Background: an optimization exercise with open tools, aiming at small area and a short achievable clock period. Do not read the settings as production practice. Only simulation tests tie the RTL to the original design; equivalence was not proved. Power and IR drop assume default switching activity.

==> design.v <==
module fifo_ram #(
    DATA_WIDTH              =        8,
    RAM_DEPTH               =        16
)(
    input                                                   clk,
    input                                                   r_en,
    input                   [RAM_DEPTH-1:0]                 r_sel,
    output      reg         [DATA_WIDTH - 1 : 0]            r_data,
    input                   [RAM_DEPTH-1:0]                 w_sel,
    input                   [DATA_WIDTH - 1 : 0]            w_data
);
    wire                    [DATA_WIDTH*RAM_DEPTH-1:0]      mem_flat;
    genvar g;
    generate
        for (g = 0; g < RAM_DEPTH; g = g + 1) begin : row
            reg [DATA_WIDTH-1:0] word;
            always @(posedge clk) begin
                if (w_sel[g])
                    word <= w_data;
            end
            assign mem_flat[g*DATA_WIDTH +: DATA_WIDTH] = word;
        end
    endgenerate
    reg                     [DATA_WIDTH - 1 : 0]            rd;
    integer i;
    always @* begin
        rd = {DATA_WIDTH{1'b0}};
        for (i = 0; i < RAM_DEPTH; i = i + 1)
            rd = rd | (mem_flat[i*DATA_WIDTH +: DATA_WIDTH] & {DATA_WIDTH{r_sel[i]}});
    end
    always @(posedge clk) begin
        if (r_en)
            r_data <= rd;
    end
endmodule
module syn_fifo #(
    DATA_WIDTH              =        8,
    FIFO_DEPTH              =        16,
    ADDR_WIDTH              =        4
) (
    input                                                   clk,
    input                                                   rst_n,
    input                                                   w_en,
    input                                                   k_nxt,        
    input                                                   w_match,      
    input                                                   last_we,      
    output                                                  is_full_nxt,
    input                   [DATA_WIDTH - 1 : 0]            w_data,
    input                                                   r_en,
    output                  [DATA_WIDTH - 1 : 0]            r_data,
    output      reg                                         is_empty,
    output      reg                                         is_full
);
    reg                     [ADDR_WIDTH : 0]                w_ptr;
    reg                     [ADDR_WIDTH : 0]                r_ptr;
    wire                    [ADDR_WIDTH : 0]                w_ptr_nxt = w_ptr + w_en;
    wire                    [ADDR_WIDTH : 0]                r_ptr_nxt = r_ptr + r_en;
    reg                     [FIFO_DEPTH-1:0]                w_oh;
    reg                     [FIFO_DEPTH-1:0]                r_oh;
    wire                    [FIFO_DEPTH-1:0]                w_oh_nxt = w_en ? {w_oh[FIFO_DEPTH-2:0], w_oh[FIFO_DEPTH-1]} : w_oh;
    reg                     [FIFO_DEPTH-1:0]                rowk;
    wire                    [FIFO_DEPTH-1:0]                row_we = (rowk & {FIFO_DEPTH{w_match}}) | (w_oh & {FIFO_DEPTH{last_we}});
    assign is_full_nxt = (w_ptr_nxt[ADDR_WIDTH-1:0] == r_ptr_nxt[ADDR_WIDTH-1:0]) & (w_ptr_nxt[ADDR_WIDTH] ^ r_ptr_nxt[ADDR_WIDTH]);
    always @(posedge clk) begin
        if (!rst_n) begin
            w_ptr    <= 0;
            r_ptr    <= 0;
            w_oh     <= 1;
            rowk     <= 0;
            r_oh     <= 1;
            is_full  <= 1'b0;
            is_empty <= 1'b1;
        end
        else begin
            w_ptr    <= w_ptr_nxt;
            r_ptr    <= r_ptr_nxt;
            w_oh     <= w_oh_nxt;
            rowk     <= w_oh_nxt & {FIFO_DEPTH{k_nxt}};
            if (r_en) r_oh <= {r_oh[FIFO_DEPTH-2:0], r_oh[FIFO_DEPTH-1]};
            is_full  <= is_full_nxt;
            is_empty <= (w_ptr_nxt[ADDR_WIDTH-1:0] == r_ptr_nxt[ADDR_WIDTH-1:0]) & ~(w_ptr_nxt[ADDR_WIDTH] ^ r_ptr_nxt[ADDR_WIDTH]);
        end
    end
    fifo_ram #(
        .DATA_WIDTH(DATA_WIDTH),
        .RAM_DEPTH(FIFO_DEPTH)
    ) fifo_ram_ins (
        .clk(clk),
        .r_en(r_en),
        .r_sel(r_oh),
        .r_data(r_data),
        .w_sel(row_we),
        .w_data(w_data)
    );
endmodule
module tlp_demux #(
    DOUBLE_WORD             =        32,
    HEADER_SIZE             =        4*DOUBLE_WORD,
    TLP_DATA_WIDTH          =        8*DOUBLE_WORD
) (
    input       wire                                        clk,
    input       wire                                        rst_n,
    input       wire        [TLP_DATA_WIDTH-1:0]            in_data,
    input       wire        [HEADER_SIZE-1:0]               in_hdr,
    input       wire                                        in_sop,
    input       wire                                        in_eop,
    input       wire                                        in_valid,
    output      reg                                         in_ready,
    output      reg         [HEADER_SIZE-1:0]               r_out_hdr,
    output      reg                                         r_out_sop,
    output      reg                                         r_out_valid,
    output      wire                                        in_acc,       
    output      wire                                        w_match,      
    output      wire        [HEADER_SIZE-1:0]               w_out_hdr,
    output      reg                                         w_out_sop,
    output      reg                                         w_out_eop,
    output      reg                                         w_out_valid
);
    localparam RD_FMT_TYPE = 8'b001_00000;
    localparam WR_FMT_TYPE = 8'b011_00000;
    wire islegal = (in_hdr[HEADER_SIZE-1-:8] == RD_FMT_TYPE) || (in_hdr[HEADER_SIZE-1-:8] == WR_FMT_TYPE);
    wire wr_rd   = in_hdr[HEADER_SIZE-2];
    assign in_acc = in_ready & in_valid & islegal;
    wire in_to_w = in_acc & wr_rd & ~w_out_valid;
    wire in_to_r = in_acc & ~wr_rd & ~r_out_valid;
    reg                                                     w_ep;
    reg                     [2:0]                           w_off;
    reg                     [HEADER_SIZE-1:0]               w_hdr_q;
    always @(posedge clk) begin
        if (!rst_n) begin
            in_ready    <= 1'b0;
            r_out_valid <= 1'b0;
            w_out_valid <= 1'b0;
            w_ep        <= 1'b0;
            w_off       <= 3'b0;
        end
        else begin
            in_ready    <= ~in_acc;
            r_out_valid <= in_to_r;
            w_out_valid <= in_to_w;
            if (in_to_w) begin
                w_ep  <= in_hdr[110];
                w_off <= in_hdr[4:2];
            end
        end
    end
    always @(posedge clk) begin
        w_hdr_q    <= in_hdr;
        w_out_sop  <= in_sop;
        w_out_eop  <= in_eop;
        r_out_hdr  <= in_hdr;
        r_out_sop  <= in_sop;
    end
    assign w_match = in_valid & (in_hdr[HEADER_SIZE-1-:8] == WR_FMT_TYPE) & ~in_hdr[110];
    assign w_out_hdr = {w_hdr_q[127:111], w_ep, w_hdr_q[109:5], w_off, w_hdr_q[1:0]};
endmodule
module wr_tlp_axi #(
    DOUBLE_WORD             =        32,
    HEADER_SIZE             =        4*DOUBLE_WORD,
    TLP_DATA_WIDTH          =        8*DOUBLE_WORD,
    AXI_DATA_WIDTH          =        TLP_DATA_WIDTH,
    AXI_ADDR_WIDTH          =        64,
    AXI_STRB_WIDTH          =        AXI_DATA_WIDTH/8,
    AXI_ID_WIDTH            =        8
) (
    input                                                   clk,
    input                                                   rst_n,
    input       wire        [HEADER_SIZE-1:0]               tlp_hdr,
    input       wire        [TLP_DATA_WIDTH-1:0]            in_data,      
    input       wire                                        in_acc,       
    input       wire                                        w_match,      
    input       wire        [2:0]                           w_pre_off,    
    input       wire                                        tlp_sop,
    input       wire                                        tlp_eop,
    input       wire                                        tlp_valid,
    output      reg                                         tlp_ready,
    output      wire        [AXI_ID_WIDTH-1:0]              axi_awid,
    output      reg         [AXI_ADDR_WIDTH-1:0]            axi_awaddr,
    output      reg         [7:0]                           axi_awlen,
    output      wire        [2:0]                           axi_awsize,
    output      wire        [1:0]                           axi_awburst,
    output      wire                                        axi_awlock,
    output      wire        [3:0]                           axi_awcache,
    output      wire        [2:0]                           axi_awprot,
    output      reg                                         axi_awvalid,
    input       wire                                        axi_awready,
    output      wire        [AXI_DATA_WIDTH-1:0]            axi_wdata,
    output      reg                                         axi_wvalid,
    output      reg         [AXI_STRB_WIDTH-1:0]            axi_wstrb,
    output      reg                                         axi_wlast,
    input       wire                                        axi_wready,
    output      reg                                         axi_bready,
    output                                                  tlp_error
);
    assign axi_awid    = {AXI_ID_WIDTH{1'b0}};
    assign axi_awsize  = 3'd5;
    assign axi_awburst = 2'b01;
    assign axi_awlock  = 1'b0;
    assign axi_awcache = 4'b0011;
    assign axi_awprot  = 3'b010;
    wire                                                    hdr_ep = tlp_hdr[110];
    wire                                                    effc_tlp_valid = tlp_valid & ~hdr_ep;
    assign tlp_error = hdr_ep;
    wire                                                    is_full;
    wire                                                    is_empty;
    wire                                                    w_en;
    reg                                                     r_en;
    wire                    [AXI_DATA_WIDTH-1:0]            data_to_fifo;
    reg                                                     rx_b, rx_w, rx_l;
    reg                                                     rx_nl;        
    reg                     [2:0]                           addr_offset;
    reg                     [TLP_DATA_WIDTH-1:0]            tlp_data_in;
    reg                     [HEADER_SIZE-1:0]               tlp_hdr_in;
    reg                                                     start_tx_tmp, start_tx;
    reg                                                     clr_tx;
    wire                                                    is_full_nxt;
    wire acc       = rx_b & tlp_ready & effc_tlp_valid;
    wire acc_eop   = acc & tlp_eop;
    wire last_we   = rx_l & ~is_full;
    assign w_en    = acc | last_we;
    wire rx_b_nxt  = (rx_b & ~acc_eop) | (rx_w & ~start_tx);
    wire rx_l_nxt  = (rx_b & acc_eop & (addr_offset != 3'b0)) | (rx_l & is_full);
    wire rx_w_nxt  = (rx_b & acc_eop & (addr_offset == 3'b0)) | last_we | (rx_w & start_tx);
    wire ready_nxt = (rx_b & ~acc & (tlp_ready | ~is_full)) | (rx_l & tlp_ready);
    reg                                                     k;
    wire k_nxt     = ~in_acc & rx_b_nxt & (ready_nxt | ~is_full_nxt);
    wire acc_pre   = k & w_match;
    always @(posedge clk) begin
        if (!rst_n) begin
            rx_b         <= 1'b0;
            rx_w         <= 1'b1;
            rx_l         <= 1'b0;
            rx_nl        <= 1'b1;
            start_tx_tmp <= 1'b0;
            start_tx     <= 1'b0;
            tlp_ready    <= 1'b0;
            tlp_data_in  <= {TLP_DATA_WIDTH{1'b0}};
            addr_offset  <= 3'b0;
            k            <= 1'b0;
        end
        else begin
            rx_b         <= rx_b_nxt;
            rx_w         <= rx_w_nxt;
            rx_l         <= rx_l_nxt;
            rx_nl        <= rx_b_nxt | rx_w_nxt;
            tlp_ready    <= ready_nxt;
            k            <= k_nxt;
            if (rx_b)
                addr_offset <= tlp_hdr[4:2];
            if (acc_pre)
                tlp_data_in <= in_data;
            start_tx_tmp <= ~clr_tx & (start_tx_tmp | (acc & tlp_sop));
            start_tx     <= start_tx_tmp;
        end
    end
    always @(posedge clk) begin
        if (acc & tlp_sop)
            tlp_hdr_in <= tlp_hdr;
    end
    wire [2:0]                  sh_o = rx_l ? addr_offset : w_pre_off;
    wire [TLP_DATA_WIDTH-1:0]   sh_a = rx_l ? tlp_data_in : in_data;
    wire [TLP_DATA_WIDTH-1:0]   sh_b = tlp_data_in & {TLP_DATA_WIDTH{rx_nl}};
    wire [15*DOUBLE_WORD-1:0]   sh_d  = {sh_a, sh_b[TLP_DATA_WIDTH-1:DOUBLE_WORD]};
    wire [2:0]                  sh_n  = ~sh_o;
    wire [11*DOUBLE_WORD-1:0]   sh_s1 = sh_n[2] ? sh_d[15*DOUBLE_WORD-1:4*DOUBLE_WORD] : sh_d[11*DOUBLE_WORD-1:0];
    wire [9*DOUBLE_WORD-1:0]    sh_s2 = sh_n[1] ? sh_s1[11*DOUBLE_WORD-1:2*DOUBLE_WORD] : sh_s1[9*DOUBLE_WORD-1:0];
    assign data_to_fifo               = sh_n[0] ? sh_s2[9*DOUBLE_WORD-1:DOUBLE_WORD] : sh_s2[8*DOUBLE_WORD-1:0];
    localparam IDLE_IDX      = 0;
    localparam TRANSFER_IDX  = 1;
    localparam WAITE_END_IDX = 2;
    localparam IDLE          = 3'b001;
    localparam TRANSFER      = 3'b010;
    localparam WAITE_END     = 3'b100;
    localparam START_TR      = 1'b0;
    localparam CONTINUE_TR   = 1'b1;
    reg                     [2:0]                           status;
    reg                                                     tr_status;
    reg                     [7:0]                           burst_cnt;
    reg                     [2:0]                           offset_lock;
    wire                    [9:0]                           hdr_lock_length = tlp_hdr_in[105:96] - 1'b1;
    wire                    [3:0]                           hdr_lock_last_be  = tlp_hdr_in[71:68];
    wire                    [3:0]                           hdr_lock_first_be = tlp_hdr_in[67:64];
    reg                     [1:0]                           first_be_offset;
    always @* begin
        casez (hdr_lock_first_be)
            4'b0000: first_be_offset = 2'b00;
            4'bzzz1: first_be_offset = 2'b00;
            4'bzz10: first_be_offset = 2'b01;
            4'bz100: first_be_offset = 2'b10;
            4'b1000: first_be_offset = 2'b11;
            default: first_be_offset = 2'b00;
        endcase
    end
    wire w_hs   = axi_wvalid & axi_wready;
    wire b_one  = (burst_cnt == 8'd1);
    wire b_zero = (burst_cnt == 8'd0);
    wire in_tr  = status[TRANSFER_IDX] & ~status[IDLE_IDX];
    wire in_idle = status[IDLE_IDX];
    wire w_act  = in_tr & ((tr_status == START_TR) | ~b_zero);
    always @* begin
        clr_tx = 1'b0;
        if (in_tr) begin
            if (tr_status == START_TR)
                clr_tx = b_one & w_hs;
            else
                clr_tx = b_zero;
        end
    end
    always @(posedge clk) begin
        if (!rst_n) begin
            status      <= WAITE_END;
            tr_status   <= START_TR;
            burst_cnt   <= 8'd0;
            offset_lock <= 3'd0;
            r_en        <= 1'b0;
            axi_awaddr  <= 64'd0;
            axi_awlen   <= 8'd0;
            axi_awvalid <= 1'b0;
            axi_wlast   <= 1'b0;
            axi_wvalid  <= 1'b0;
            axi_bready  <= 1'b0;
        end
        else begin
            axi_bready <= 1'b1;
            if (in_idle) begin
                axi_awaddr  <= {tlp_hdr_in[63:2], first_be_offset};
                offset_lock <= tlp_hdr_in[4:2];
                axi_awlen   <= {1'b0, hdr_lock_length[9:3]};
                burst_cnt   <= {1'b0, hdr_lock_length[9:3]} + 1'b1;
                if (start_tx) begin
                    axi_awvalid <= 1'b1;
                    status      <= TRANSFER;
                    tr_status   <= START_TR;
                end
            end
            else if (in_tr) begin
                if (axi_awready & axi_awvalid)
                    axi_awvalid <= 1'b0;
                if (w_act) begin
                    if (r_en)
                        r_en <= 1'b0;
                    else if (is_empty)
                        r_en <= 1'b0;
                    else if (!w_hs)
                        r_en <= 1'b1;
                end
                if (tr_status == START_TR) begin
                    if (b_one) begin
                        if (w_hs) begin
                            status     <= WAITE_END;
                            axi_wvalid <= 1'b0;
                            axi_wlast  <= 1'b0;
                        end
                        else begin
                            axi_wlast  <= 1'b1;
                            if (r_en) axi_wvalid <= 1'b1;
                        end
                    end
                    else begin
                        if (w_hs) begin
                            tr_status  <= CONTINUE_TR;
                            axi_wvalid <= 1'b0;
                            burst_cnt  <= burst_cnt - 1'b1;
                        end
                        else if (r_en)
                            axi_wvalid <= 1'b1;
                    end
                end
                else begin
                    if (b_zero)
                        status <= WAITE_END;
                    else begin
                        if (w_hs) begin
                            axi_wvalid <= 1'b0;
                            axi_wlast  <= (burst_cnt == 8'd2);
                            burst_cnt  <= burst_cnt - 1'b1;
                        end
                        else if (r_en)
                            axi_wvalid <= 1'b1;
                    end
                end
            end
            else if (status[WAITE_END_IDX]) begin
                status <= IDLE;
            end
        end
    end
    always @(posedge clk) begin
        if (w_act & r_en) begin
            if (tr_status == START_TR)
                axi_wstrb <= {{(AXI_STRB_WIDTH-4){1'b1}}, hdr_lock_first_be} << {offset_lock[0], 2'b00};  
            else
                axi_wstrb <= b_one ? ({hdr_lock_last_be, {(AXI_STRB_WIDTH-4){1'b1}}} >> {offset_lock[0], 2'b00})
                                   : {AXI_STRB_WIDTH{1'b1}};
        end
    end
    syn_fifo #(
        .DATA_WIDTH(TLP_DATA_WIDTH),
        .FIFO_DEPTH(16),
        .ADDR_WIDTH(4)
    ) data_fifo (
        .clk(clk),
        .rst_n(rst_n),
        .w_en(w_en),
        .k_nxt(k_nxt),
        .w_match(w_match),
        .last_we(last_we),
        .is_full_nxt(is_full_nxt),
        .w_data(data_to_fifo),
        .r_en(r_en),
        .r_data(axi_wdata),
        .is_empty(is_empty),
        .is_full(is_full)
    );
endmodule
module rd_tlp_axi #(
    DOUBLE_WORD             =        32,
    HEADER_SIZE             =        4*DOUBLE_WORD,
    TLP_DATA_WIDTH          =        8*DOUBLE_WORD,
    AXI_ID_WIDTH            =        8,
    AXI_DATA_WIDTH          =        TLP_DATA_WIDTH,
    AXI_ADDR_WIDTH          =        64,
    AXI_STRB_WIDTH          =        AXI_DATA_WIDTH/8,
    TLP_STRB_WIDTH          =        TLP_DATA_WIDTH/8
) (
    input       wire                                        clk,
    input       wire                                        rst_n,
    input       wire        [HEADER_SIZE-1:0]               req_tlp_hdr,
    input       wire                                        req_tlp_sop,
    input       wire                                        req_tlp_eop,
    input       wire                                        req_tlp_valid,
    output      reg                                         req_tlp_ready,
    output      wire        [HEADER_SIZE-1:0]               cpl_tlp_hdr,
    output      reg         [TLP_STRB_WIDTH-1:0]            cpl_tlp_strb,
    output      reg         [TLP_DATA_WIDTH-1:0]            cpl_tlp_data,
    output      reg                                         cpl_tlp_sop,
    output      reg                                         cpl_tlp_eop,
    output      reg                                         cpl_tlp_valid,
    input       wire                                        cpl_tlp_ready,
    output      wire        [AXI_ID_WIDTH-1:0]              axi_arid,
    output      reg         [AXI_ADDR_WIDTH-1:0]            axi_araddr,
    output      wire        [2:0]                           axi_arsize,
    output      reg         [7:0]                           axi_arlen,
    output      wire        [1:0]                           axi_arburst,
    output      wire        [2:0]                           axi_arprot,
    output      wire                                        axi_arlock,
    output      wire        [3:0]                           axi_arcache,
    output      reg                                         axi_arvalid,
    input       wire                                        axi_arready,
    input       wire        [AXI_DATA_WIDTH-1:0]            axi_rdata,
    input       wire        [AXI_STRB_WIDTH-1:0]            axi_rstrb,
    input       wire                                        axi_rlast,
    input       wire                                        axi_rvalid,
    output      reg                                         axi_rready,
    input       wire        [15:0]                          completer_id,
    output                                                  tlp_error
);
    reg                                                     req_tlp_ready_nxt;
    reg                     [HEADER_SIZE-1:0]               req_tlp_hdr_in,req_tlp_hdr_in_nxt;
    reg                     [HEADER_SIZE-1:0]               cpl_tlp_hdr_nxt;
    reg                     [TLP_DATA_WIDTH-1:0]            cpl_tlp_data_nxt;
    reg                     [TLP_STRB_WIDTH-1:0]            cpl_tlp_strb_nxt;
    reg                                                     cpl_tlp_sop_nxt;
    reg                                                     cpl_tlp_eop_nxt;
    reg                                                     cpl_tlp_valid_nxt;
    reg                     [AXI_ID_WIDTH-1:0]              axi_arid_nxt;
    reg                     [AXI_ADDR_WIDTH-1:0]            axi_araddr_nxt;
    reg                     [2:0]                           axi_arsize_nxt;
    reg                     [7:0]                           axi_arlen_nxt;
    reg                     [1:0]                           axi_arburst_nxt;
    reg                     [2:0]                           axi_arprot_nxt;
    reg                     [3:0]                           axi_arcache_nxt;
    reg                                                     axi_arlock_nxt;
    reg                                                     axi_arvalid_nxt;
    reg                                                     axi_rready_nxt;
    assign tlp_error = 1'b0;
    reg                                                     req_busy,req_busy_nxt;
    reg                                                     start_ar,start_ar_nxt;     
    reg                                                     busy_r,busy_r_nxt;     
    reg                                                     cpl_first,cpl_first_nxt;
    localparam RCB              = 128;  
    localparam AXI_DW_WIDTH     = AXI_DATA_WIDTH/DOUBLE_WORD;  
    localparam AXI_DW_WIDTH_LOG = $clog2(AXI_DW_WIDTH);
    wire                    [2:0]                           req_fmt;
    wire                    [4:0]                           req_type;
    wire                    [2:0]                           req_tc;
    wire                    [2:0]                           req_attr;
    wire                                                    req_ln;
    wire                                                    req_th;
    wire                                                    req_td;
    wire                                                    req_ep;
    wire                    [1:0]                           req_at;
    wire                    [10:0]                          req_length;
    wire                    [15:0]                          req_req_id;
    wire                    [9:0]                           req_tag;
    wire                    [3:0]                           req_first_be;
    wire                    [3:0]                           req_last_be;
    wire                    [63:0]                          req_addr;
    wire                    [1:0]                           req_ph;
    assign req_fmt      = req_tlp_hdr_in[127:125];
    assign req_type     = req_tlp_hdr_in[124:120];
    assign req_tc       = req_tlp_hdr_in[118:116];
    assign req_attr     = {req_tlp_hdr_in[114],req_tlp_hdr_in[109:108]};
    assign req_ln       = req_tlp_hdr_in[113];
    assign req_th       = req_tlp_hdr_in[112];
    assign req_td       = req_tlp_hdr_in[111];
    assign req_ep       = req_tlp_hdr_in[110];
    assign req_at       = req_tlp_hdr_in[107:106];
    assign req_length   = {req_tlp_hdr_in[105:96] == 10'b0, req_tlp_hdr_in[105:96]} - 1'b1;  
    assign req_req_id   = req_tlp_hdr_in[95:80];
    assign req_tag      = {req_tlp_hdr_in[119], req_tlp_hdr_in[115], req_tlp_hdr_in[79:72]};
    assign req_last_be  = req_tlp_hdr_in[71:68];
    assign req_first_be = req_tlp_hdr_in[67:64];
    assign req_addr     = {req_tlp_hdr_in[63:2], 2'b0};
    assign req_ph       = req_fmt[0] ? req_tlp_hdr_in[1:0] : req_tlp_hdr_in[33:32];
    reg                     [2:0]                           single_dword_len;
    reg                     [1:0]                           last_be_offset;
    reg                     [1:0]                           first_be_offset;
    localparam AXI_REQ_BURST_LEN = 1024*DOUBLE_WORD/AXI_DATA_WIDTH;
    localparam BURST_CNT_LOG     = $clog2(AXI_REQ_BURST_LEN)+1;
    localparam AXI_SIZE          = $clog2(AXI_DATA_WIDTH/8);
    localparam RCB_CNT_DEFAULT   = RCB/(AXI_DATA_WIDTH>>3);
    localparam CPL_CNT_LOG       = $clog2(RCB_CNT_DEFAULT);
    reg                     [BURST_CNT_LOG-1:0]             globle_tr_cnt,globle_tr_cnt_nxt;     
    reg                     [8:0]                           burst_cnt,burst_cnt_nxt;     
    reg                                                     axi_first,axi_first_nxt;
    reg                     [CPL_CNT_LOG:0]                 rcb_cnt,rcb_cnt_nxt;
    reg                     [AXI_DATA_WIDTH-1:0]            axi_rdata_in,axi_rdata_in_nxt;
    reg                     [AXI_STRB_WIDTH-1:0]            axi_rstrb_in,axi_rstrb_in_nxt;
    reg                                                     axi_rvalid_in,axi_rvalid_in_nxt;
    reg                     [2:0]                           cpl_fmt;
    reg                     [4:0]                           cpl_type;
    reg                     [2:0]                           cpl_tc;
    reg                     [9:0]                           cpl_tag;
    reg                     [2:0]                           cpl_attr;
    reg                                                     cpl_ln;
    reg                                                     cpl_th;
    reg                                                     cpl_ep;
    reg                                                     cpl_td;
    reg                     [1:0]                           cpl_at;
    reg                     [9:0]                           cpl_length;
    reg                     [15:0]                          cpl_com_id;
    reg                     [2:0]                           cpl_com_status;
    reg                                                     cpl_bcm;
    reg                     [11:0]                          cpl_byte_cnt,cpl_byte_cnt_nxt;
    reg                     [15:0]                          cpl_req_id;
    reg                     [6:0]                           cpl_lower_addr,cpl_lower_addr_q;
    reg                     [9:0]                           cpl_length_q;
    wire                    [AXI_DATA_WIDTH+30:0]           sh_e  = {axi_rdata, axi_rdata_in[AXI_DATA_WIDTH-1:AXI_DATA_WIDTH-31]};
    wire                    [AXI_DATA_WIDTH+14:0]           sh_s1 = axi_araddr[4] ? sh_e[AXI_DATA_WIDTH+30:16] : sh_e[AXI_DATA_WIDTH+14:0];
    wire                    [AXI_DATA_WIDTH+6:0]            sh_s2 = axi_araddr[3] ? sh_s1[AXI_DATA_WIDTH+14:8] : sh_s1[AXI_DATA_WIDTH+6:0];
    wire                    [AXI_DATA_WIDTH+2:0]            sh_s3 = axi_araddr[2] ? sh_s2[AXI_DATA_WIDTH+6:4] : sh_s2[AXI_DATA_WIDTH+2:0];
    wire                    [AXI_DATA_WIDTH:0]              sh_s4 = axi_araddr[1] ? sh_s3[AXI_DATA_WIDTH+2:2] : sh_s3[AXI_DATA_WIDTH:0];
    wire                    [AXI_DATA_WIDTH-1:0]            axi_shift_hi = axi_araddr[0] ? sh_s4[AXI_DATA_WIDTH:1] : sh_s4[AXI_DATA_WIDTH-1:0];
    always @* begin
        cpl_first_nxt      = cpl_first;
        req_tlp_ready_nxt  = req_tlp_ready;
        req_busy_nxt       = req_busy;
        start_ar_nxt       = start_ar;
        req_tlp_hdr_in_nxt = req_tlp_hdr_in;
        if (!req_busy) begin
            req_tlp_ready_nxt = 1'b1;
        end
        if (req_tlp_valid & req_tlp_ready & req_tlp_sop) begin
            req_tlp_ready_nxt  = 1'b0;
            req_busy_nxt       = 1'b1;
            start_ar_nxt       = 1'b1;
            req_tlp_hdr_in_nxt = req_tlp_hdr;
        end
        casez (req_first_be)
            4'b1zz1: single_dword_len = 3'h4;
            4'b01z1: single_dword_len = 3'h3;
            4'b1z10: single_dword_len = 3'h3;
            4'b0011: single_dword_len = 3'h2;
            4'b0110: single_dword_len = 3'h2;
            4'b1100: single_dword_len = 3'h2;
            4'b0001: single_dword_len = 3'h1;
            4'b0010: single_dword_len = 3'h1;
            4'b0100: single_dword_len = 3'h1;
            4'b1000: single_dword_len = 3'h1;
            4'b0000: single_dword_len = 3'h1;
            default: single_dword_len = 3'h1;
        endcase
        casez (req_last_be)
            4'b0000: last_be_offset = 2'b00;
            4'b0001: last_be_offset = 2'b11;
            4'b001z: last_be_offset = 2'b10;
            4'b01zz: last_be_offset = 2'b01;
            4'b1zzz: last_be_offset = 2'b00;
            default: last_be_offset = 2'b00;
        endcase
        casez (req_first_be)
            4'b0000: first_be_offset = 2'b00;
            4'bzzz1: first_be_offset = 2'b00;
            4'bzz10: first_be_offset = 2'b01;
            4'bz100: first_be_offset = 2'b10;
            4'b1000: first_be_offset = 2'b11;
            default: first_be_offset = 2'b00;
        endcase
        axi_araddr_nxt  = axi_araddr;
        axi_arlen_nxt   = axi_arlen;
        axi_arvalid_nxt = axi_arvalid;
        globle_tr_cnt_nxt = globle_tr_cnt;
        busy_r_nxt        = busy_r;
        axi_first_nxt     = axi_first;
        rcb_cnt_nxt       = rcb_cnt;
        if (req_busy & start_ar) begin
            start_ar_nxt = 1'b0;
            globle_tr_cnt_nxt = (req_length >> AXI_DW_WIDTH_LOG) + 1'b1;
            axi_arvalid_nxt = 1'b1;
            axi_araddr_nxt  = {req_addr[63:2], first_be_offset};  
            axi_arlen_nxt   = (req_length >> AXI_DW_WIDTH_LOG);
            axi_first_nxt = 1'b1;
            cpl_first_nxt = 1'b1;
            rcb_cnt_nxt   = ~(req_addr[7:AXI_SIZE+1])+1'b1;  
        end
        if (busy_r & axi_rlast) begin
            if ((req_busy & start_ar) | (|globle_tr_cnt)) begin
                axi_arlen_nxt = globle_tr_cnt - 1'b1;
                axi_araddr_nxt  = axi_araddr[63:AXI_SIZE] + 256*AXI_DATA_WIDTH/8;
                axi_arvalid_nxt = 1'b1;
            end
            else begin  
                busy_r_nxt = 1'b0;
            end
        end
        if (axi_arvalid & axi_arready) begin
            axi_arvalid_nxt = 1'b0;
            busy_r_nxt      = 1'b1;
        end
        axi_rdata_in_nxt  = axi_rdata_in;
        axi_rstrb_in_nxt  = axi_rstrb_in;
        axi_rready_nxt    = busy_r_nxt & ((cpl_tlp_ready & cpl_tlp_valid) | ~cpl_tlp_valid);
        if (axi_rvalid & axi_rready) begin
            axi_first_nxt     = 1'b0;
            axi_rready_nxt    = 1'b0;
            axi_rdata_in_nxt  = axi_rdata;
            axi_rstrb_in_nxt  = axi_rstrb;
            globle_tr_cnt_nxt = globle_tr_cnt - 1'b1;
        end
        cpl_fmt          = (|req_length) ? 3'b010 : 3'b000;  
        cpl_type         = 5'b01010;
        cpl_tc           = 3'b0;
        cpl_ln           = 1'b0;
        cpl_th           = 1'b0;
        cpl_ep           = 1'b0;
        cpl_td           = 1'b0;
        cpl_at           = 2'b0;
        cpl_tag          = req_tag;
        cpl_req_id       = req_req_id;
        cpl_com_id       = completer_id;
        cpl_com_status   = 3'b0;
        cpl_attr         = req_attr;
        cpl_byte_cnt_nxt = cpl_byte_cnt;
        cpl_bcm          = 1'b0;
        cpl_lower_addr   = cpl_lower_addr_q;
        cpl_length       = cpl_length_q;
        cpl_tlp_hdr_nxt[127:125] = cpl_fmt;
        cpl_tlp_hdr_nxt[124:120] = cpl_type;
        cpl_tlp_hdr_nxt[119]     = cpl_tag[9];
        cpl_tlp_hdr_nxt[118:116] = cpl_tc;
        cpl_tlp_hdr_nxt[115]     = cpl_tag[8];
        cpl_tlp_hdr_nxt[114]     = cpl_attr[2];
        cpl_tlp_hdr_nxt[113]     = cpl_ln;
        cpl_tlp_hdr_nxt[112]     = cpl_th;
        cpl_tlp_hdr_nxt[111]     = cpl_td;
        cpl_tlp_hdr_nxt[110]     = cpl_ep;
        cpl_tlp_hdr_nxt[109:108] = cpl_attr[1:0];
        cpl_tlp_hdr_nxt[107:106] = cpl_at;
        cpl_tlp_hdr_nxt[105:96]  = cpl_length;  
        cpl_tlp_hdr_nxt[95:80]   = cpl_com_id;
        cpl_tlp_hdr_nxt[79:77]   = cpl_com_status;
        cpl_tlp_hdr_nxt[76]      = cpl_bcm;
        cpl_tlp_hdr_nxt[75:64]   = cpl_byte_cnt_nxt;  
        cpl_tlp_hdr_nxt[63:48]   = cpl_req_id;
        cpl_tlp_hdr_nxt[47:40]   = cpl_tag;
        cpl_tlp_hdr_nxt[39]      = 1'b0;
        cpl_tlp_hdr_nxt[38:32]   = cpl_lower_addr;  
        cpl_tlp_hdr_nxt[31:0]    = 32'b0;
        cpl_tlp_data_nxt  = cpl_tlp_data;
        cpl_tlp_strb_nxt  = cpl_tlp_strb;
        cpl_tlp_valid_nxt = cpl_tlp_valid;
        cpl_tlp_sop_nxt   = cpl_tlp_sop;
        cpl_tlp_eop_nxt   = cpl_tlp_eop;
        if (req_busy) begin
            if (cpl_tlp_eop) begin
                cpl_first_nxt = 1'b0;
                rcb_cnt_nxt   = RCB_CNT_DEFAULT;
            end
            if (cpl_tlp_valid & cpl_tlp_ready) begin
                cpl_tlp_valid_nxt = 1'b0;
                cpl_tlp_sop_nxt   = 1'b0;
                cpl_tlp_eop_nxt   = 1'b0;
                rcb_cnt_nxt       = cpl_first ? (rcb_cnt - 1'b1) : rcb_cnt;
            end
            if (axi_rready & axi_rvalid) begin
                if (axi_first) begin
                    cpl_byte_cnt_nxt = ((req_length-1'b1)<<4)+single_dword_len;  
                end
                else begin
                    cpl_tlp_valid_nxt = 1'b1;
                    if (cpl_first) begin
                        cpl_tlp_data_nxt = axi_shift_hi;
                        if (rcb_cnt == (~(req_addr[6:AXI_SIZE])+1'b1)) begin
                            cpl_tlp_sop_nxt = 1'b1;
                        end
                    end
                    else begin
                        cpl_tlp_data_nxt = axi_rdata_in;
                        if (rcb_cnt == RCB_CNT_DEFAULT) begin
                            cpl_tlp_sop_nxt = 1'b1;
                        end
                    end
                end
            end
            if (cpl_tlp_sop_nxt) begin
                if (cpl_first) begin
                    cpl_lower_addr   = axi_araddr[6:0];
                    cpl_length       = ~req_addr[6:2]+1'b1;
                    cpl_byte_cnt_nxt = cpl_byte_cnt - (~axi_araddr[6:0]+1'b1);
                end
                else begin
                    cpl_lower_addr   = 0;
                    cpl_length       = (cpl_byte_cnt > RCB) ? (RCB>>2) : (cpl_byte_cnt>>2);
                    cpl_byte_cnt_nxt = cpl_byte_cnt - RCB;
                end
            end
            if (rcb_cnt == 1'b1) begin
                if (axi_rvalid & axi_rready & ~axi_first) begin
                    cpl_tlp_eop_nxt = 1'b1;
                end
            end
            if (globle_tr_cnt == 0) begin
                if (~cpl_tlp_valid & ~cpl_tlp_ready) begin
                    cpl_tlp_eop_nxt   = 1'b1;
                    cpl_tlp_strb_nxt  = axi_rstrb_in;
                    cpl_tlp_data_nxt  = axi_rdata_in;
                    cpl_tlp_valid_nxt = 1'b1;
                end
            end
            if (cpl_first & cpl_tlp_eop_nxt) begin  
                cpl_tlp_strb_nxt = {TLP_STRB_WIDTH{1'b1}}>>(~axi_araddr[AXI_SIZE-1:0]+1'b1);
            end
            else begin
                cpl_tlp_strb_nxt = cpl_tlp_valid_nxt ? axi_rstrb_in : cpl_tlp_strb;
            end
            req_busy_nxt = ~(~(|globle_tr_cnt)&cpl_tlp_valid&cpl_tlp_ready&cpl_tlp_eop);
        end
    end
    always @(posedge clk) begin
        if (!rst_n) begin
            req_tlp_ready  <= 0;
            req_busy       <= 0;
            start_ar       <= 1'b0;
        end
        else begin
            req_tlp_ready  <= req_tlp_ready_nxt;
            req_busy       <= req_busy_nxt;
            start_ar       <= start_ar_nxt;
        end
    end
    always @(posedge clk) begin
        req_tlp_hdr_in <= req_tlp_hdr_in_nxt;
    end
    assign axi_arid    = {AXI_ID_WIDTH{1'b0}};
    assign axi_arsize  = 3'h5;
    assign axi_arburst = 2'b1;
    assign axi_arprot  = 3'b010;
    assign axi_arlock  = 1'b0;
    assign axi_arcache = 4'b0011;
    always @(posedge clk) begin
        if (!rst_n) begin
            axi_araddr    <= 0;
            axi_arlen     <= 0;
            axi_arvalid   <= 0;
            globle_tr_cnt <= 0;
            busy_r        <= 0;
            axi_first     <= 0;
            rcb_cnt       <= 0;
        end
        else begin
            axi_araddr    <= axi_araddr_nxt;
            axi_arlen     <= axi_arlen_nxt;
            axi_arvalid   <= axi_arvalid_nxt;
            globle_tr_cnt <= globle_tr_cnt_nxt;
            busy_r        <= busy_r_nxt;
            axi_first     <= axi_first_nxt;
            rcb_cnt       <= rcb_cnt_nxt;
        end
    end
    always @(posedge clk) begin
        if (!rst_n) begin
            axi_rdata_in  <= 0;
            axi_rstrb_in  <= 0;
            axi_rready    <= 0;
        end
        else begin
            axi_rdata_in  <= axi_rdata_in_nxt;
            axi_rstrb_in  <= axi_rstrb_in_nxt;
            axi_rready    <= axi_rready_nxt;
        end
    end
    reg                     [HEADER_SIZE-1:0]               cpl_hdr_q;
    always @(posedge clk) begin
        cpl_hdr_q    <= cpl_tlp_hdr_nxt;
        cpl_tlp_data <= cpl_tlp_data_nxt;
        cpl_tlp_strb <= cpl_tlp_strb_nxt;
    end
    assign cpl_tlp_hdr = {1'b0, cpl_hdr_q[126], 1'b0, 5'b01010, cpl_hdr_q[119], 3'b0, cpl_hdr_q[115:114], 4'b0,
                          cpl_hdr_q[109:108], 2'b0, cpl_hdr_q[105:96], cpl_hdr_q[95:80], 4'b0, cpl_hdr_q[75:64],
                          cpl_hdr_q[63:40], 1'b0, cpl_hdr_q[38:32], 32'b0};
    always @(posedge clk) begin
        if (!rst_n) begin
            cpl_tlp_sop   <= 0;
            cpl_tlp_eop   <= 0;
            cpl_tlp_valid <= 0;
            cpl_first     <= 0;
            cpl_byte_cnt  <= 0;
            cpl_lower_addr_q <= 0;
            cpl_length_q  <= 0;
        end
        else begin
            cpl_tlp_valid <= cpl_tlp_valid_nxt;
            cpl_tlp_sop   <= cpl_tlp_sop_nxt;
            cpl_tlp_eop   <= cpl_tlp_eop_nxt;
            cpl_first     <= cpl_first_nxt;
            cpl_byte_cnt  <= cpl_byte_cnt_nxt;
            cpl_lower_addr_q <= cpl_lower_addr;
            cpl_length_q  <= cpl_length;
        end
    end
endmodule
module pcie_axi_m #(
    PORTS                   =        2,
    DOUBLE_WORD             =        32,
    HEADER_SIZE             =        4*DOUBLE_WORD,
    TLP_DATA_WIDTH          =        8*DOUBLE_WORD,
    TLP_STRB_WIDTH          =        TLP_DATA_WIDTH/8,
    AXI_DATA_WIDTH          =        TLP_DATA_WIDTH,
    AXI_ADDR_WIDTH          =        64,
    AXI_STRB_WIDTH          =        AXI_DATA_WIDTH/8,
    AXI_ID_WIDTH            =        8,
    AXI_MAX_BURST_LEN       =        256
) (
    input                                                   clk,
    input                                                   rst_n,
    input                   [TLP_DATA_WIDTH-1:0]            req_tlp_data,
    input                   [HEADER_SIZE-1:0]               req_tlp_hdr,
    input                   [TLP_STRB_WIDTH-1:0]            req_tlp_strb,
    input                                                   req_tlp_sop,
    input                                                   req_tlp_eop,
    input                                                   req_tlp_valid,
    output                                                  req_tlp_ready,
    output                  [TLP_DATA_WIDTH-1:0]            cpl_tlp_data,
    output                  [HEADER_SIZE-1:0]               cpl_tlp_hdr,
    output                  [TLP_STRB_WIDTH-1:0]            cpl_tlp_strb,
    output                                                  cpl_tlp_sop,
    output                                                  cpl_tlp_eop,
    output                                                  cpl_tlp_valid,
    input                                                   cpl_tlp_ready,
    output                  [AXI_ID_WIDTH-1:0]              axi_awid,
    output                  [AXI_ADDR_WIDTH-1:0]            axi_awaddr,
    output                  [7:0]                           axi_awlen,
    output                  [2:0]                           axi_awsize,
    output                  [1:0]                           axi_awburst,
    output                  [2:0]                           axi_awprot,
    output                  [3:0]                           axi_awcache,
    output                                                  axi_awlock,
    output                                                  axi_awvalid,
    input                                                   axi_awready,
    output                  [AXI_DATA_WIDTH-1:0]            axi_wdata,
    output                  [AXI_STRB_WIDTH-1:0]            axi_wstrb,
    output                                                  axi_wlast,
    output                                                  axi_wvalid,
    input                                                   axi_wready,
    input                   [AXI_ID_WIDTH-1:0]              axi_bid,
    input                   [1:0]                           axi_bresp,
    input                                                   axi_bvalid,
    output                                                  axi_bready,
    output                  [AXI_ID_WIDTH-1:0]              axi_arid,
    output                  [AXI_ADDR_WIDTH-1:0]            axi_araddr,
    output                  [7:0]                           axi_arlen,
    output                  [2:0]                           axi_arsize,
    output                  [1:0]                           axi_arburst,
    output                  [3:0]                           axi_arcache,
    output                                                  axi_arlock,
    output                  [2:0]                           axi_arprot,
    output                                                  axi_arvalid,
    input                                                   axi_arready,
    input                   [AXI_DATA_WIDTH-1:0]            axi_rdata,
    input                   [AXI_STRB_WIDTH-1:0]            axi_rstrb,
    input                                                   axi_rlast,
    input                                                   axi_rvalid,
    output                                                  axi_rready,
    input                                                   demux_en,
    input                 [15:0]                            completer_id,
    output                                                  tlp_error
);
    wire                    [HEADER_SIZE-1:0]               w_out_hdr;
    wire                                                    in_acc;
    wire                                                    w_match;
    wire                                                    w_out_sop;
    wire                                                    w_out_eop;
    wire                                                    w_out_valid;
    wire                                                    w_out_ready;
    wire                    [HEADER_SIZE-1:0]               r_out_hdr;
    wire                                                    r_out_sop;
    wire                                                    r_out_valid;
    wire                                                    r_out_ready;
    wire                                                    w_tlp_error;
    wire                                                    r_tlp_error;
    assign tlp_error = w_tlp_error | r_tlp_error;
    tlp_demux #(
        .DOUBLE_WORD(DOUBLE_WORD),
        .HEADER_SIZE(HEADER_SIZE),
        .TLP_DATA_WIDTH(TLP_DATA_WIDTH)
    ) tlp_demux_ins (
        .clk(clk),
        .rst_n(rst_n),
        .in_data(req_tlp_data),
        .in_hdr(req_tlp_hdr),
        .in_sop(req_tlp_sop),
        .in_eop(req_tlp_eop),
        .in_valid(req_tlp_valid),
        .in_ready(req_tlp_ready),
        .r_out_hdr(r_out_hdr),
        .r_out_sop(r_out_sop),
        .r_out_valid(r_out_valid),
        .in_acc(in_acc),
        .w_match(w_match),
        .w_out_hdr(w_out_hdr),
        .w_out_sop(w_out_sop),
        .w_out_eop(w_out_eop),
        .w_out_valid(w_out_valid)
    );
    wr_tlp_axi #(
        .DOUBLE_WORD(DOUBLE_WORD),
        .HEADER_SIZE(HEADER_SIZE),
        .TLP_DATA_WIDTH(TLP_DATA_WIDTH),
        .AXI_DATA_WIDTH(AXI_DATA_WIDTH),
        .AXI_ADDR_WIDTH(AXI_ADDR_WIDTH),
        .AXI_STRB_WIDTH(AXI_STRB_WIDTH),
        .AXI_ID_WIDTH(AXI_ID_WIDTH)
    ) wr_tlp_axi_ins (
        .clk(clk),
        .rst_n(rst_n),
        .tlp_hdr(w_out_hdr),
        .in_data(req_tlp_data),
        .in_acc(in_acc),
        .w_match(w_match),
        .w_pre_off(req_tlp_hdr[4:2]),
        .tlp_sop(w_out_sop),
        .tlp_eop(w_out_eop),
        .tlp_valid(w_out_valid),
        .tlp_ready(w_out_ready),
        .axi_awid(axi_awid),
        .axi_awaddr(axi_awaddr),
        .axi_awlen(axi_awlen),
        .axi_awsize(axi_awsize),
        .axi_awburst(axi_awburst),
        .axi_awlock(axi_awlock),
        .axi_awcache(axi_awcache),
        .axi_awprot(axi_awprot),
        .axi_awvalid(axi_awvalid),
        .axi_awready(axi_awready),
        .axi_wdata(axi_wdata),
        .axi_wvalid(axi_wvalid),
        .axi_wstrb(axi_wstrb),
        .axi_wlast(axi_wlast),
        .axi_wready(axi_wready),
        .axi_bready(axi_bready),
        .tlp_error(w_tlp_error)
    );
    rd_tlp_axi #(
        .DOUBLE_WORD(DOUBLE_WORD),
        .HEADER_SIZE(HEADER_SIZE),
        .TLP_DATA_WIDTH(TLP_DATA_WIDTH),
        .AXI_ID_WIDTH(AXI_ID_WIDTH),
        .AXI_DATA_WIDTH(AXI_DATA_WIDTH),
        .AXI_ADDR_WIDTH(AXI_ADDR_WIDTH),
        .AXI_STRB_WIDTH(AXI_STRB_WIDTH),
        .TLP_STRB_WIDTH(TLP_STRB_WIDTH)
    ) rd_tlp_axi_ins (
        .clk(clk),
        .rst_n(rst_n),
        .req_tlp_hdr(r_out_hdr),
        .req_tlp_sop(r_out_sop),
        .req_tlp_eop(1'b0),
        .req_tlp_valid(r_out_valid),
        .req_tlp_ready(r_out_ready),
        .cpl_tlp_hdr(cpl_tlp_hdr),
        .cpl_tlp_strb(cpl_tlp_strb),
        .cpl_tlp_data(cpl_tlp_data),
        .cpl_tlp_sop(cpl_tlp_sop),
        .cpl_tlp_eop(cpl_tlp_eop),
        .cpl_tlp_valid(cpl_tlp_valid),
        .cpl_tlp_ready(cpl_tlp_ready),
        .axi_arid(axi_arid),
        .axi_araddr(axi_araddr),
        .axi_arsize(axi_arsize),
        .axi_arlen(axi_arlen),
        .axi_arburst(axi_arburst),
        .axi_arprot(axi_arprot),
        .axi_arlock(axi_arlock),
        .axi_arcache(axi_arcache),
        .axi_arvalid(axi_arvalid),
        .axi_arready(axi_arready),
        .axi_rdata(axi_rdata),
        .axi_rstrb(axi_rstrb),
        .axi_rlast(axi_rlast),
        .axi_rvalid(axi_rvalid),
        .axi_rready(axi_rready),
        .completer_id(completer_id),
        .tlp_error(r_tlp_error)
    );
endmodule
==> flow/run.sh <==
#!/bin/bash
# Standard layout (the standard.sh, unchanged synthesis and steps), with a smaller buffer
# cell on the input and output ports instead of the default delay buffer.
set -euo pipefail
cd "$(dirname "$0")/.."
export BUFFER_PORTS_ARGS="-buffer_cell sky130_fd_sc_hd__buf_2"
bash standard.sh finish > make_finish.log 2>&1
==> standard.sh <==
#!/bin/bash
# synth_recipe.tcl (not shown) runs the flow's synth.tcl, then flattens the netlist and writes it again
# the make line also repeats each setting of config.mk as NAME=value (left out here)
make -C /OpenROAD-flow-scripts/flow DESIGN_CONFIG=/design/flow/config.mk WORK_HOME=/design/flow/orfs CLKGATE_MAP_FILE= SYNTH_SCRIPT=/design/flow/synth_recipe.tcl "${@:-finish}"
==> config.mk <==
export PLATFORM = sky130hd
export DESIGN_NAME = pcie_axi_m
export DESIGN_NICKNAME = pcie_axi_m
export VERILOG_FILES = /design/flow/design.v
export SDC_FILE = /design/flow/constraint.sdc
export NUM_CORES = 4
export LEC_CHECK = 0
export CAP_MARGIN = 20
export CORE_MARGIN = 2
export CORE_UTILIZATION = 62
export CTS_CLUSTER_DIAMETER = 80
export CTS_CLUSTER_SIZE = 22
export PLACE_DENSITY = 0.72
export SETUP_SLACK_MARGIN = 3.4
export SLEW_MARGIN = 20
export SYNTH_MEMORY_MAX_BITS = 8192
==> constraint.sdc <==
create_clock -name core_clock -period 7.0 [get_ports {clk}]
set_input_delay 1.4000 -clock core_clock [delete_from_list [all_inputs] [get_ports {clk}]]
set_output_delay 1.4000 -clock core_clock [all_outputs]
set_load 0.01 [all_outputs]
==> results.toml, run 1 <==
[status]
outcome = "timing/DRC/antenna clean"

[placement]
pre_cts_slack_ns = 1.78
dp.cells = 21300
dp_hpwl_um = 578000
gp_congestion = 1.13
io_buffers = 1477

[sta]
final.min_clock_period_ns = 3.76
finalSetupViolations = 0
rsz0062_at_grt = "yes"
tns_ns = 0
slew_headroom_pct = 12.5
setup_ws_ns = 3.24
final_hold_viol_count = 0
fin_worst_skew_ns = 0.0585
tightest_slew_ns = 1.30
period_share_pct = 53.7
whs_ns = 0.349
max_freq_ghz = 0.266
report.final.slew_viol_count = 0

[cells_and_area]
drive_gt1_share_pct = 17.2
stdcell_count = 22300
final_nets = 17500
syn_to_final_growth_pct = 11.0

[clocking]
h-tree-depth = 5
clock_latency_ns = 1.03
root_buffer = "clkbuf_16"
cts_buffers = 317
path_clk_slew_ns = 0.09
cts_hold_buf = 0
cts_buffer_depth = 4
clock_sinks = 5860
cts_tree = "done"

[floorplanning]
initial_core_util_pct = 62.4
boundaryPins = 1644
fp.dieArea_um2 = 380000
rows = 224
die_h_um = 617
die_width_um = 617
core_um2 = 373000

[route]
drt-initial-drc-count = 27400
drt_wl_total_um = 896000
drc = 0
vias = 162000
drtPass1Iterations = 7
vias_per_cell = 7.25
ant_nets = 0
wl_per_cell_um = 40.2

[logic_synthesis]
synth-compound-area-share_pct = 13.0
netlist.area_leader.share_pct = 62.5
synth_area_leaders = "edfxtp_1 (62%), dfxtp_1 (8.8%), a221oi_1 (4.8%), a22o_1 (4.0%), mux2i_1 (3.5%)"
synth_cell_type_count = 81
synth_flop_cell = "edfxtp_1"
synth_xor_area_share_pct = 0.372
synthTopCellsByCount = "edfxtp_1 (4,841), nand2_1 (2,139), a221oi_1 (1,281)"
yosysMostFrequentCell = "edfxtp_1"
ys_ff_latch = 5860
ys.warnings.count = 5
synth_top_family_by_area = "compound AO/OA/AOI/OAI gates"
yosys.area_share.simple_pct = 5.78
syn_avg_cell_area_um2 = 14.8
seq_area_frac_synth_pct = 71.2
synth_top_area_cell = "edfxtp_1"
synthArstFlopShare_pct = 0
muxShareOfSynthArea_pct = 6.99
synthAdderAreaFrac_pct = 0.186
syn-cell-area_um2 = 233000
synthCells = 15700
synth_enable_flop_cells = 4841

[setup_path]
max_stage_delay_ns = 0.86
arrival_ns = 4.40
cp_cell_sequence = "buf_2, mux2_8, buf_4, mux2i_1, mux2i_2"
worstPathRequired_ns = 7.65
path_class = "input port to flop"
critPathMaxFanout = 80
cp-start-kind = "input port"
path_delay_family = "multiplexers"
worst_setup_path_end_kind = "flop"
worst-path-buf-inv = 2
crit_slowest_cell = "buf_4"

[global_route]
antenna_found_initial = 332
grt_overflow = 0
grt.total_usage_pct = 45.9
grt_first_pass_wirelength_um = 1200000
first_global_vias = 144000
grt_max_degree = 180

[power]
vdd_drop_max_v = 0.000212
total_leakage_power_uw = 0.0857
cellPowerDensity_nw_per_um2 = 239

[run]
cap_violations = 0

[hold_path]
worstHoldPathType = "flop to flop"
[timing repair]
action	in CTS	in global routing
resized for setup	209	57
buffers inserted	8	7
pin swaps	0	0
gates cloned	2	3
setup endpoints to repair	3931	2981
[state kept, by name, indices dropped and copies added (netlist names), 10 cells and up]
signal,cells
rd_tlp_axi_ins.axi_araddr,64
rd_tlp_axi_ins.axi_rdata_in,256
rd_tlp_axi_ins.axi_rstrb_in,32
rd_tlp_axi_ins.cpl_byte_cnt,12
rd_tlp_axi_ins.cpl_hdr_q,75
rd_tlp_axi_ins.cpl_length_q,10
rd_tlp_axi_ins.cpl_tlp_data,256
rd_tlp_axi_ins.cpl_tlp_strb,32
rd_tlp_axi_ins.req_tlp_hdr_in,105
tlp_demux_ins.r_out_hdr,109
wr_tlp_axi_ins.axi_awaddr,64
wr_tlp_axi_ins.axi_wstrb,16
wr_tlp_axi_ins.data_fifo.fifo_ram_ins.r_data,256
wr_tlp_axi_ins.data_fifo.fifo_ram_ins.row.word,4096
wr_tlp_axi_ins.data_fifo.r_oh,16
wr_tlp_axi_ins.data_fifo.rowk,16
wr_tlp_axi_ins.data_fifo.w_oh,16
wr_tlp_axi_ins.tlp_data_in,256
wr_tlp_axi_ins.tlp_hdr_in,80
[worst paths after layout]
path / startpoint / to / slack (ns) / cells past startpoint
worst min register to register: rd_tlp_axi_ins.req_tlp_hdr_in[75] / rd_tlp_axi_ins.cpl_hdr_q[43] / 0.35 / 0
worst max-delay path: req_tlp_hdr[3] / flop / 3.24 / 5
worst min-delay path: rd_tlp_axi_ins.req_tlp_hdr_in[75] / rd_tlp_axi_ins.cpl_hdr_q[43] / 0.35 / 0
worst max register to register: wr_tlp_axi_ins.addr_offset[1] / flop / 3.31 / 4
[layer usage]
layer  wire [µm]  vias to the layer above  GRT usage (%)
met5        1050                        -              0
met3      121000                     2373           12.1
met1      299000                    80900           59.4
met4       90100                       98           38.7
li1            -                    64800              -
met2      386000                    13300           65.4
[worst register-to-register path, stage by stage, from the launching register on]
cell and delay [ns]:
dfxtp_1 0.51, mux2_8 0.63, buf_4 0.87, mux2i_1 0.91
mux2i_2 0.43
[cell usage in the layout, fill, tap and decap left out, types with 198 or more instances in the layout]
master	Yosys	layout
mux4_2	355	355
a221oi_1	1281	1281
buf_2	65	1476
mux2i_1	817	685
a21oi_1	772	731
edfxtp_1	4841	4841
nor2_1	328	327
buf_4	112	278
clkbuf_16	0	326
o21ai_0	221	198
nand4_1	275	275
diode_2	0	385
nand2_1	2139	2134
a22o_1	1072	1029
o22ai_1	290	283
dfxtp_1	1019	995
[where the power goes]
group	internal (µW)	switching, µW
sequential	38000	86.7
combinational	877	2360
clock	8940	11500
[cell type report]
type / instances / area (µm²)
Sequential cell: 5860 / 166000
Fill cell: 25300 / 115000
Multi-Input combinational cell: 8593 / 63700
Timing Repair Buffer: 1871 / 11800
Clock buffer: 501 / 8780
Tap cell: 4972 / 6220
Antenna cell: 385 / 963
Clock inverter: 52 / 741
Inverter: 43 / 184
[kinds of logic after synthesis]
group                    count (synthesis)
buffers and inverters                 1389
adder cells (fa/ha/maj)                 34
flip-flops                            5860
AO/OA/AOI/OAI                         4004
other                                    2
XOR/XNOR                                98
AND/OR/NAND/NOR                       3163
multiplexers                          1181
[metrics by stage]
stage	area [µm²]	utilization [%]	total power, µW
4_1_cts	257000	68.8	61400
2_1_floorplan	233000	-	40200
3_5_place_dp	246000	66.0	41800
6_report	258000	69.2	61700
3_3_place_gp	246000	65.9	41700
5_1_grt	258000	69.1	62800
==> inputs of run 2 (changes only) <==
--- a/config.mk
+++ b/config.mk
@@ -8,8 +8,6 @@
 export CAP_MARGIN = 20
 export CORE_MARGIN = 2
 export CORE_UTILIZATION = 62
-export CTS_CLUSTER_DIAMETER = 80
-export CTS_CLUSTER_SIZE = 22
 export PLACE_DENSITY = 0.72
 export SETUP_SLACK_MARGIN = 3.4
 export SLEW_MARGIN = 20
==> results.toml, run 2 <==
[setup_path]
arrival_ns = 4.55
crit_slowest_cell = "o21ai_1"
path_class = "flop to flop"
r2r_start = "wr_tlp_axi_ins.rx_l"
critPathMaxFanout = 47
worstPathRequired_ns = 7.65
max_stage_delay_ns = 1.12
path_delay_family = "compound AO/OA/AOI/OAI gates"
reg2reg_slack_ns = 3.10
worst-path-buf-inv = 1
cp-start-kind = "flop"
cp_cell_sequence = "buf_8, mux2_4, nand3_1, o21ai_0, o21ai_1, mux2i_2"
r2r_cells = 6
worst_setup_path_end_kind = "flop"

[global_route]
grt_max_degree = 180
grt_first_pass_wirelength_um = 1220000
grt_overflow = 0
first_global_vias = 149000
antenna_found_initial = 342
grt.total_usage_pct = 46.7

[logic_synthesis]
synth_flop_cell = "edfxtp_1"
seq_area_frac_synth_pct = 71.2
yosysMostFrequentCell = "edfxtp_1"
synth_enable_flop_cells = 4841
syn_avg_cell_area_um2 = 14.8
synth_area_leaders = "edfxtp_1 (62%), dfxtp_1 (8.8%), a221oi_1 (4.8%), a22o_1 (4.0%), mux2i_1 (3.5%)"
synth_cell_type_count = 81
syn-cell-area_um2 = 233000
ys_ff_latch = 5860
synthCells = 15700
ys.warnings.count = 5
synth_top_area_cell = "edfxtp_1"
synthArstFlopShare_pct = 0
netlist.area_leader.share_pct = 62.5
synthTopCellsByCount = "edfxtp_1 (4,841), nand2_1 (2,139), a221oi_1 (1,281)"

[placement]
dp.cells = 21300
pre_cts_slack_ns = 1.78
dp_hpwl_um = 578000
io_buffers = 1477
gp_congestion = 1.13

[hold_path]
whs_path_depth = 0
min_to = "rd_tlp_axi_ins.cpl_hdr_q[43]"
worstHoldPathType = "flop to flop"
min_from = "rd_tlp_axi_ins.req_tlp_hdr_in[75]"

[clocking]
h-tree-depth = 6
cts_hold_buf = 0
clock_sinks = 5860
root_buffer = "clkbuf_16"
clock_latency_ns = 1.11
path_clk_slew_ns = 0.06
cts_buffer_depth = 4
cts_tree = "done"
cts_buffers = 582

[route]
drtPass1Iterations = 7
drt_wl_total_um = 910000
drt-initial-drc-count = 27800
vias_per_cell = 7.20
ant_nets = 0
drc = 0
wl_per_cell_um = 39.9
vias = 164000

[status]
outcome = "timing/DRC/antenna clean"

[cells_and_area]
mostFrequentLayoutCell = "edfxtp_1"
final_nets = 17700
layout_common_cells = "edfxtp_1 (4,841), nand2_1 (2,133), buf_2 (1,476), a221oi_1 (1,281), a22o_1 (1,031)"
stdcell_count = 22800
drive_gt1_share_pct = 19.4
syn_to_final_growth_pct = 15.1
largest-register = "wr_tlp_axi_ins.data_fifo.fifo_ram_ins.row.word"
final_util_pct = 71.8
fillerInstances = 24000
largest_register_ffs = 4096

[floorplanning]
rows = 224
core_um2 = 373000
die_width_um = 617
boundaryPins = 1644
initial_core_util_pct = 62.4
fp.dieArea_um2 = 380000
die_h_um = 617

[power]
vdd_drop_max_v = 0.000300
cellPowerDensity_nw_per_um2 = 272
total_leakage_power_uw = 0.0904

[sta]
fin_worst_skew_ns = 0.0480
period_share_pct = 55.7
setup_ws_ns = 3.10
rsz0062_at_grt = "yes"
final.min_clock_period_ns = 3.90
report.final.slew_viol_count = 0
finalSetupViolations = 0
tns_ns = 0
tightest_slew_ns = 1.43
slew_headroom_pct = 3.74
max_freq_ghz = 0.257
final_hold_viol_count = 0

[run]
cap_violations = 0
run 2: logic make-up after synthesis:
group / after synthesis / synth area share (%)
AO/OA/AOI/OAI: 4004 / 13.0
XOR/XNOR: 98 / 0.372
adder cells (fa/ha/maj): 34 / 0.186
buffers and inverters: 1389 / 2.46
flip-flops: 5860 / 71.2
multiplexers: 1181 / 6.99
other: 2 / 0.00323
AND/OR/NAND/NOR: 3163 / 5.78
run 2: worst max-delay path by stage:
stage                              from    to  slack [ns]  cells after the start
floorplan              req_tlp_hdr[121]  flop        2.62                      5
global placement         req_tlp_hdr[4]  flop        1.81                      6
detailed placement       req_tlp_hdr[4]  flop        1.78                      6
CTS                 wr_tlp_axi_ins.rx_l  flop        3.15                      9
global route        wr_tlp_axi_ins.rx_l  flop        3.21                      6
finish              wr_tlp_axi_ins.rx_l  flop        3.10                      6
run 2: cell type report:
type / count / area, µm² / share of cell area (%)
sequential: 5860 / 166000 / 61.9
multi-input combinational: 8593 / 63700 / 23.8
antenna: 433 / 1080 / 0.404
timing repair buffer: 1873 / 11900 / 4.43
inverter: 43 / 184 / 0.0686
clock buffer: 753 / 15700 / 5.86
tap: 4972 / 6220 / 2.32
clock inverter: 310 / 3310 / 1.23
run 2: routing by layer:
metal,up-vias,wire length (µm),GRT usage (%)
met5,-,607,0
met2,14100,391000,66.5
li1,65700,-,-
met4,94,92400,40.0
met1,82000,299000,59.2
met3,2681,127000,13.6
run 2: metrics by stage:
stage	power, µW	area (µm²)	hold WS, ns
4_1_cts	72500	266000	0.344
3_5_place_dp	41800	246000	0.327
2_1_floorplan	40200	233000	0.323
3_3_place_gp	41700	246000	0.327
5_1_grt	74100	267000	0.352
6_report	72800	268000	0.342
run 2: worst reg2reg max path: stages (launching register included):
cell,delay [ns]
dfxtp_4,0.41
buf_8,0.37
mux2_4,0.65
nand3_1,0.19
o21ai_0,0.12
o21ai_1,1.12
mux2i_2,0.61
run 2: timing repair:
action / in CTS / in global routing
setup buffers: 11 / 5
gates resized for setup: 198 / 63
endpoints found under the setup margin: 3986 / 3459
gates cloned: 2 / 4
pin swaps: 1 / 1
run 2: power by group:
group,internal (µW),switching [µW]
sequential,38000,87.9
clock,17700,13800
combinational,881,2370

==> afterwards: timing with drivers on the ports <==
The flow's constraints put no driver on any port. The routed layouts listed below were extracted and timed again, unchanged, in two steps.
Step 1, drivers: a clkbuf_16 drives clk and a buf_2 each remaining input, both assumed.
Step 2 moves the port delays by t, midway between the first and last clock arrival at a register: inputs arrive t later, outputs are due t later. That takes back most of the time a late clock gives input paths.
a / b / c = ideal ports / drivers / drivers and shift; a / b = the first two.
run | shift t [ns] | setup WS [ns] | hold slack, ns | worst setup path after step 2 | slew at the worst register clock pin (ns)
run 1 | 1.130 | 3.244 / 3.021 / 1.891 | 0.349 / 0.349 / 0.349 | input to register | 0.11 / 0.11
run 2 | 1.219 | 3.104 / 3.104 / 1.976 | 0.342 / 0.280 / 0.342 | input to register | 0.07 / 0.07
After both steps every run listed still meets setup and hold. The setup slack of run 1, which loses most, moves by -0.223 ns with the drivers and by -1.353 ns with both steps.
